This is an optimization exercise on Yosys and OpenROAD, whose aim is small area, not a production implementation. The RTL was checked by simulation tests, not by an equivalence proof against the original design. Power is estimated from default activity; no workload was simulated.

**design.v**
```verilog
`timescale 1ns / 1ps
module CPU(
    input clk,
    input rst_n,
    input [7:0] op,
    input [7:0] Data,
    input prog_done,
    output reg [7:0] pos,
    output reg [6:0] seg1,
    output reg [6:0] seg2 
);
    wire rst;
    assign rst = ~rst_n;
    wire clk_bps;
    reg [7:0] R [3:0];
    reg [15:0] dict[31:0];
    wire set;
    reg [3:0] PC;
    reg [3:0] num;
    keyfilter Setfilter(clk, rst, prog_done, set);
    clkDiv ClkDiv(clk, rst, clk_bps);
    segMsg segMsg(clk,num, pos, seg1, seg2);
    always @ (posedge rst or posedge clk) begin
        if(rst) begin
            PC <= 0;
            num <= 0;
            pos <= 8'b00000001;
            {R[0], R[1], R[2], R[3]} <= 0;
            {dict[ 0], dict[ 1], dict[ 2], dict[ 3], dict[ 4], 
             dict[ 5], dict[ 6], dict[ 7], dict[ 8], dict[ 9],
             dict[10], dict[11], dict[12], dict[13], dict[14],
             dict[15], dict[16], dict[17], dict[18], dict[19],
             dict[20], dict[21], dict[22], dict[23], dict[24],
             dict[25], dict[26], dict[27], dict[28], dict[29], dict[30], dict[31]} <= 0;
        end
        else begin
            if(set) begin
                case(op[7:4])
                    4'b0000: begin  
                        R[op[3:2]] <= Data;
                        dict[PC+1] <= Data;
                        PC <= PC + 1;
                    end
                    4'b0001: begin   
                        R[op[3:2]] <= R[op[1:0]];
                        dict[PC+1] <= R[op[1:0]];
                        PC <= PC + 1;
                    end 
                    4'b0010: begin   
                        R[op[3:2]] <= R[op[3:2]] + R[op[1:0]];
                        dict[PC+1] <= R[op[3:2]] + R[op[1:0]];
                        PC <= PC + 1;;
                    end 
                    4'b0011: begin  
                        R[op[3:2]] <= R[op[3:2]] - R[op[1:0]];
                        dict[PC+1] <= R[op[3:2]] - R[op[1:0]];
                        PC <= PC + 1;
                    end
                    4'b0100: begin  
                        dict[PC+1] <= (R[op[1:0]][0] ? R[op[3:2]]<<0 : 0) + 
                                      (R[op[1:0]][1] ? R[op[3:2]]<<1 : 0) +
                                      (R[op[1:0]][2] ? R[op[3:2]]<<2 : 0) +
                                      (R[op[1:0]][3] ? R[op[3:2]]<<3 : 0) +
                                      (R[op[1:0]][4] ? R[op[3:2]]<<4 : 0) +
                                      (R[op[1:0]][5] ? R[op[3:2]]<<5 : 0) +
                                      (R[op[1:0]][6] ? R[op[3:2]]<<6 : 0) +
                                      (R[op[1:0]][7] ? R[op[3:2]]<<7 : 0) ;
                        PC <= PC + 1;
                    end
                    default: ;
                endcase
            end
            if(clk_bps) begin
                pos <= (pos << 1) | (pos >> 7);
            end
            if(op[7:4] == 4'b1111) begin
                case(pos)
                    8'b00000001: num <= dict[op[3:0]]%10;
                    8'b00000010: num <= dict[op[3:0]]/10%10;
                    8'b00000100: num <= dict[op[3:0]]/100%10;
                    8'b00001000: num <= dict[op[3:0]]/1000%10;
                    8'b00010000: num <= dict[op[3:0]]/10000;
                    8'b00100000: num <= op[3:0]%10;
                    8'b01000000: num <= op[3:0]/10%10;
                    8'b10000000: num <= op[3:0]/100;
                    default: num <= 0;
                endcase
            end   
            else begin
                num <= 0;
            end       
        end
    end
endmodule
`timescale 1ns / 1ps
module keyfilter(
    input   wire  clk,
    input   wire  rst,
    input   wire  key_in,
    output  reg   key_flag            
);  
    reg [2:0] cnt_10ms;
    parameter CNT_10MS_MAX=3'd4;
    always @ (posedge clk or posedge rst) begin
        if(rst)
            cnt_10ms<=3'd0;
        else if(!key_in)
            cnt_10ms<=3'd0;
        else if(cnt_10ms==CNT_10MS_MAX && key_in==1)
            cnt_10ms<=CNT_10MS_MAX;
        else
            cnt_10ms<=cnt_10ms+1'b1;
    end
    always @ (posedge clk or posedge rst) begin
        if(rst)
            key_flag<=1'b0;
        else if(cnt_10ms==CNT_10MS_MAX-1'b1)
            key_flag<=1'b1;
        else
            key_flag<=1'b0;
    end
endmodule
`timescale 1ns / 1ps
module clkDiv (
    input  wire clk,
    input  wire rst,
    output wire clk_bps
);
    reg [2:0] cnt_first;
    reg [1:0] cnt_second;
    always @(posedge clk)
        if(rst)
            cnt_first <= 3'd0;
        else if(cnt_first == (3'd4))
            cnt_first <= 3'd0;
        else 
            cnt_first <= cnt_first + 1'b1;
    always @(posedge clk)
        if(rst)
            cnt_second <= 2'd0;
        else if(cnt_second == 2'd2)
            cnt_second <= 2'd0;
        else if(cnt_first == 3'd4)
            cnt_second <= cnt_second + 1'b1;
    assign clk_bps = cnt_second == 2'd2 ? 1'b1 : 1'b0;
endmodule
module segMsg(
    input clk,
    input [3:0] show,
    input [7:0] pos,
    output reg [6:0] seg1,
    output reg [6:0] seg2
);
    always @ (posedge clk) begin 
        if(pos <= 8'b0000_1000) begin
            case (show)
                4'd0: seg1 = 7'b0111111; 
                4'd1: seg1 = 7'b0000110; 
                4'd2: seg1 = 7'b1011011; 
                4'd3: seg1 = 7'b1001111; 
                4'd4: seg1 = 7'b1100110; 
                4'd5: seg1 = 7'b1101101; 
                4'd6: seg1 = 7'b1111101; 
                4'd7: seg1 = 7'b0000111; 
                4'd8: seg1 = 7'b1111111; 
                4'd9: seg1 = 7'b1101111; 
                default: seg1 = 7'b0111111; 
            endcase    
        end  
        else begin
            case (show)
                4'd0: seg2 = 7'b0111111; 
                4'd1: seg2 = 7'b0000110; 
                4'd2: seg2 = 7'b1011011; 
                4'd3: seg2 = 7'b1001111; 
                4'd4: seg2 = 7'b1100110; 
                4'd5: seg2 = 7'b1101101; 
                4'd6: seg2 = 7'b1111101; 
                4'd7: seg2 = 7'b0000111; 
                4'd8: seg2 = 7'b1111111; 
                4'd9: seg2 = 7'b1101111; 
                default: seg2 = 7'b0111111; 
            endcase            
        end  
    end
endmodule
```
**run.sh**
```bash
#!/bin/bash
# synth_recipe.tcl (not shown) runs the flow's synth.tcl, then flattens the netlist and writes it again
# the make line also repeats each setting of config.mk as NAME=value (left out here)
make -C /OpenROAD-flow-scripts/flow DESIGN_CONFIG=/design/flow/config.mk WORK_HOME=/design/flow/orfs CLKGATE_MAP_FILE= SYNTH_SCRIPT=/design/flow/synth_recipe.tcl finish
```
**config.mk**
```make
export PLATFORM = sky130hd
export DESIGN_NAME = CPU
export DESIGN_NICKNAME = CPU
export VERILOG_FILES = /design/flow/design.v
export SDC_FILE = /design/flow/constraint.sdc
export NUM_CORES = 4
export LEC_CHECK = 0
export CAP_MARGIN = 20
export CORE_MARGIN = 2
export CORE_UTILIZATION = 40
export SLEW_MARGIN = 20
```
**constraint.sdc**
```tcl
create_clock -name core_clock -period 150.0 [get_ports {clk}]
set_input_delay 30.0000 -clock core_clock [delete_from_list [all_inputs] [get_ports {clk}]]
set_output_delay 30.0000 -clock core_clock [all_outputs]
set_load 0.01 [all_outputs]
```
==> reports/metrics.yaml <==
floorplan.die_area_mm2: 0.0752
p_leak_nw: 13.3
cts.repair.resized: 0
route.met2.wl_um: 44300
rsz0062_at_grt: "false"
wl_met3_um: 5780
finalSetupTns_ps: 0
gp_congestion: 0.934
drive_gt1_frac: 0.0949
seq_power_share: 0.198
cap_violations: 0
synth_ff_type: "dfrtp_1"
ys_warn_count: 6
syn_area_mm2: 0.0292
finalHoldViolCount: 0
area_growth_pct: 9.20
grt_pass1_vias: 26500
ctsRootBufferMaster: "clkbuf_16"
combPwrFrac: 0.606
status: "complete, no violations"
power_w: 0.000491
clk_pin_slew_ps: 60
dieHeight_um: 274
async_flop_share: 0.942
clk_path_buf_depth: 3
antenna_left: 0
antenna_found_initial: 0
endpoint_kind: "register"
min_path_type: "reg2reg"
cts.sinks: 327
period_needed_ps: 58790
holdBufCountCts: 0
cts_buffers: 38
power.internal_w: 0.000264
post-route-period-util: 0.392
grt_max_degree: 139
clkPwrFrac: 0.196
dp_hpwl_um: 69900
slew_viol_final: 0
swShare: 0.462
rows: 99
avgSynthCellArea_um2: 8.09
grt_usage: 0.254
highest-signal-layer: "met4"
finalNonFillerCells: 4554
crit_arrival_ps: 59230
synth_nets: 3788
clock_latency_ps: 590
grt_first_pass_wirelength_um: 152000
crit_top_cell: "ha_1"
totalWireLength_um: 96300
max-vdd-ir-drop_uv: 14.5
path_max_fanout: 45
chipWidth_um: 274
startpoint_type: "input pin"
cts_tree: "done"
cp.required_ps: 150450
synthCells: 3608
ios: 41
placed_cells: 4485
post_drt_wl_per_cell_um: 21.1
worst_pin_slew_ps: 1040
nFillCells: 7334
portBuffers: 40
ys_ff_latch: 327
initial_core_util: 0.402
drt_iter0_markers: 2468
fin_skew_ps: 39.0
htreeDepth: 2
switchingPower_w: 0.000227
synth_edf_count: 14
met1_length_um: 43200
setup_viol: 0
crit_type: "in2reg"
slowest_delay_ps: 660
num_antenna_cells: 0
nets: 3747
drc: 0
ys_seq_area_frac: 0.282
slowest_stage: "o32ai_2"
max_slew_margin: 0.300
cts_setup_buffers: 0
max_freq_mhz: 17.0
vias: 27700
via_per_inst: 6.08
netlist-cell-type-count: 134
first_pass_iters: 6
grt_overflow: 0
cellPowerDensity_mw_per_mm2: 15.4
core-area_mm2: 0.0726
==> cells in the final DEF (no fill, tap or decap), types with 22 or more instances in the layout <==
cell type | synthesis | final
nand2_1 | 532 | 531
o21ai_0 | 385 | 384
dfrtp_1 | 307 | 307
nor2_1 | 278 | 278
a21oi_1 | 190 | 189
ha_1 | 120 | 120
inv_1 | 105 | 105
xnor2_1 | 99 | 99
nor3_1 | 88 | 87
nand3_1 | 84 | 84
buf_4 | 8 | 67
mux2_2 | 66 | 66
and2_1 | 58 | 58
mux2i_1 | 52 | 52
a21o_1 | 47 | 47
xor2_1 | 42 | 42
a22oi_1 | 41 | 41
fa_1 | 41 | 41
a31oi_1 | 40 | 40
o211ai_1 | 40 | 40
clkbuf_16 | 0 | 38
o22ai_1 | 35 | 35
clkdlybuf4s50_1 | 0 | 35
a211oi_1 | 35 | 34
nand2b_1 | 31 | 31
or2_2 | 31 | 31
and3_1 | 29 | 29
o21a_1 | 29 | 29
o21ai_1 | 27 | 27
nand3b_1 | 25 | 25
nand4_1 | 23 | 23
or3_1 | 22 | 22
==> final cells by class <==
cell class | count | area (um^2) | share of cell area
Sequential cell | 327 | 8230 | 0.258
Multi-Input combinational cell | 2981 | 19800 | 0.622
Clock buffer | 51 | 1060 | 0.0332
Clock inverter | 17 | 233 | 0.00730
Tap cell | 959 | 1200 | 0.0376
Inverter | 113 | 424 | 0.0133
Timing Repair Buffer | 106 | 898 | 0.0282
==> cells by family after synthesis <==
group,count (synthesis),share of synthesized area
simple gates,1347,0.223
flops,327,0.282
mux,145,0.0612
xor+xnor,143,0.0434
other cells,1,0.000128
buf+inv,300,0.0417
compound gates,1172,0.265
fa+ha+maj,173,0.0837
==> metal layers <==
layer  GRT usage  up-vias
li1            -    13200
met1       0.348    13400
met2       0.414      951
met3      0.0340      183
met4      0.0825        0
met5           0        -
==> path summary, 6_finish.rpt <==
check	startpoint	endpoint	slack, ps	depth (start not counted)
max	op[2]	num[3]$_DFF_PN0_	91210	117
min reg2reg	dict[11][6]$_DFFE_PN0P_	dict[11][6]$_DFFE_PN0P_	480	2
min in group asynchronous	rst_n	PC[1]$_DFFE_PN0P_	29430	1
min	dict[11][6]$_DFFE_PN0P_	dict[11][6]$_DFFE_PN0P_	480	2
max reg2reg	pos[4]$_DFFE_PN0P_	num[3]$_DFF_PN0_	121180	114
max in group asynchronous	rst_n	num[3]$_DFF_PN0_	119200	2
==> state kept, by name, indices dropped and copies added, names as in the netlist, 3 cells and up <==
name / flops
R: 32
ClkDiv.cnt_first: 3
Setfilter.cnt_10ms: 3
pos: 8
num: 4
dict: 256
segMsg.seg1: 7
segMsg.seg2: 7
PC: 4
==> per-stage QoR <==
stage,util,hold WS [ps],setup WS [ps],cell area (um^2)
floorplan,-,441,96700,29200
global placement,0.421,455,92240,30500
detailed placement,0.421,462,91260,30500
CTS,0.439,476,91760,31800
global route,0.439,490,88850,31900
finish,0.439,475,91210,31900
==> Yosys cell counts, types with 35 or more instances <==
cell type,instances,area [um^2]
ha_1,120,1500
inv_1,105,394
a21o_1,47,353
and2_1,58,363
xor2_1,42,368
nand2_1,532,2000
nor3_1,88,440
dfrtp_1,307,7680
o22ai_1,35,219
a21oi_1,190,951
o21ai_0,385,1930
fa_1,41,821
o211ai_1,40,300
a31oi_1,40,250
a211oi_1,35,263
clkbuf_1,133,499
a22oi_1,41,308
nand3_1,84,420
xnor2_1,99,867
mux2_2,66,743
mux2i_1,52,521
nor2_1,278,1040
==> worst max-delay path: cells and delay by family <==
family          cells  cell delay, ps
mux                 6            1790
simple gates       46           10400
xor+xnor            7            1270
fa+ha+maj          11            3480
buf+inv             6            1670
compound gates     41           10550
==> power by group through the flow <==
stage	sequential (W)	combinational [W]	clock (W)
after global routing	0.0000982	0.000329	0.000101
final	0.0000975	0.000298	0.0000961
after detailed placement	0.0000991	0.000291	0
after CTS	0.0000975	0.000293	0.0000974
after global placement	0.0000989	0.000292	0
after floorplan	0.0000978	0.000229	0

[separate check: timing with driven ports]
The flow's constraints put no driver on any port. The routed layout listed below was extracted and timed again, unchanged, in two steps. Step 1 (the two cells are an assumption about what drives the block):
set clk [get_ports {clk}]
set_driving_cell -lib_cell sky130_fd_sc_hd__clkbuf_16 $clk
set_driving_cell -lib_cell sky130_fd_sc_hd__buf_2 [delete_from_list [all_inputs] $clk]
Step 2 moves the port delays by t, midway between the first and last clock arrival at a register: inputs arrive t later, outputs are due t later. That takes back most of the time a late clock gives input paths. Three values: ideal ports, drivers, drivers and shift; two values: the first two.
t, ns: 0.633
setup slack, ns: 91.214 / 91.252 / 90.619
pins driven straight from the clock port: 1
After both steps setup and hold are still met in this run. The setup slack of this run moves by +0.038 ns with the drivers and by -0.595 ns with both steps.
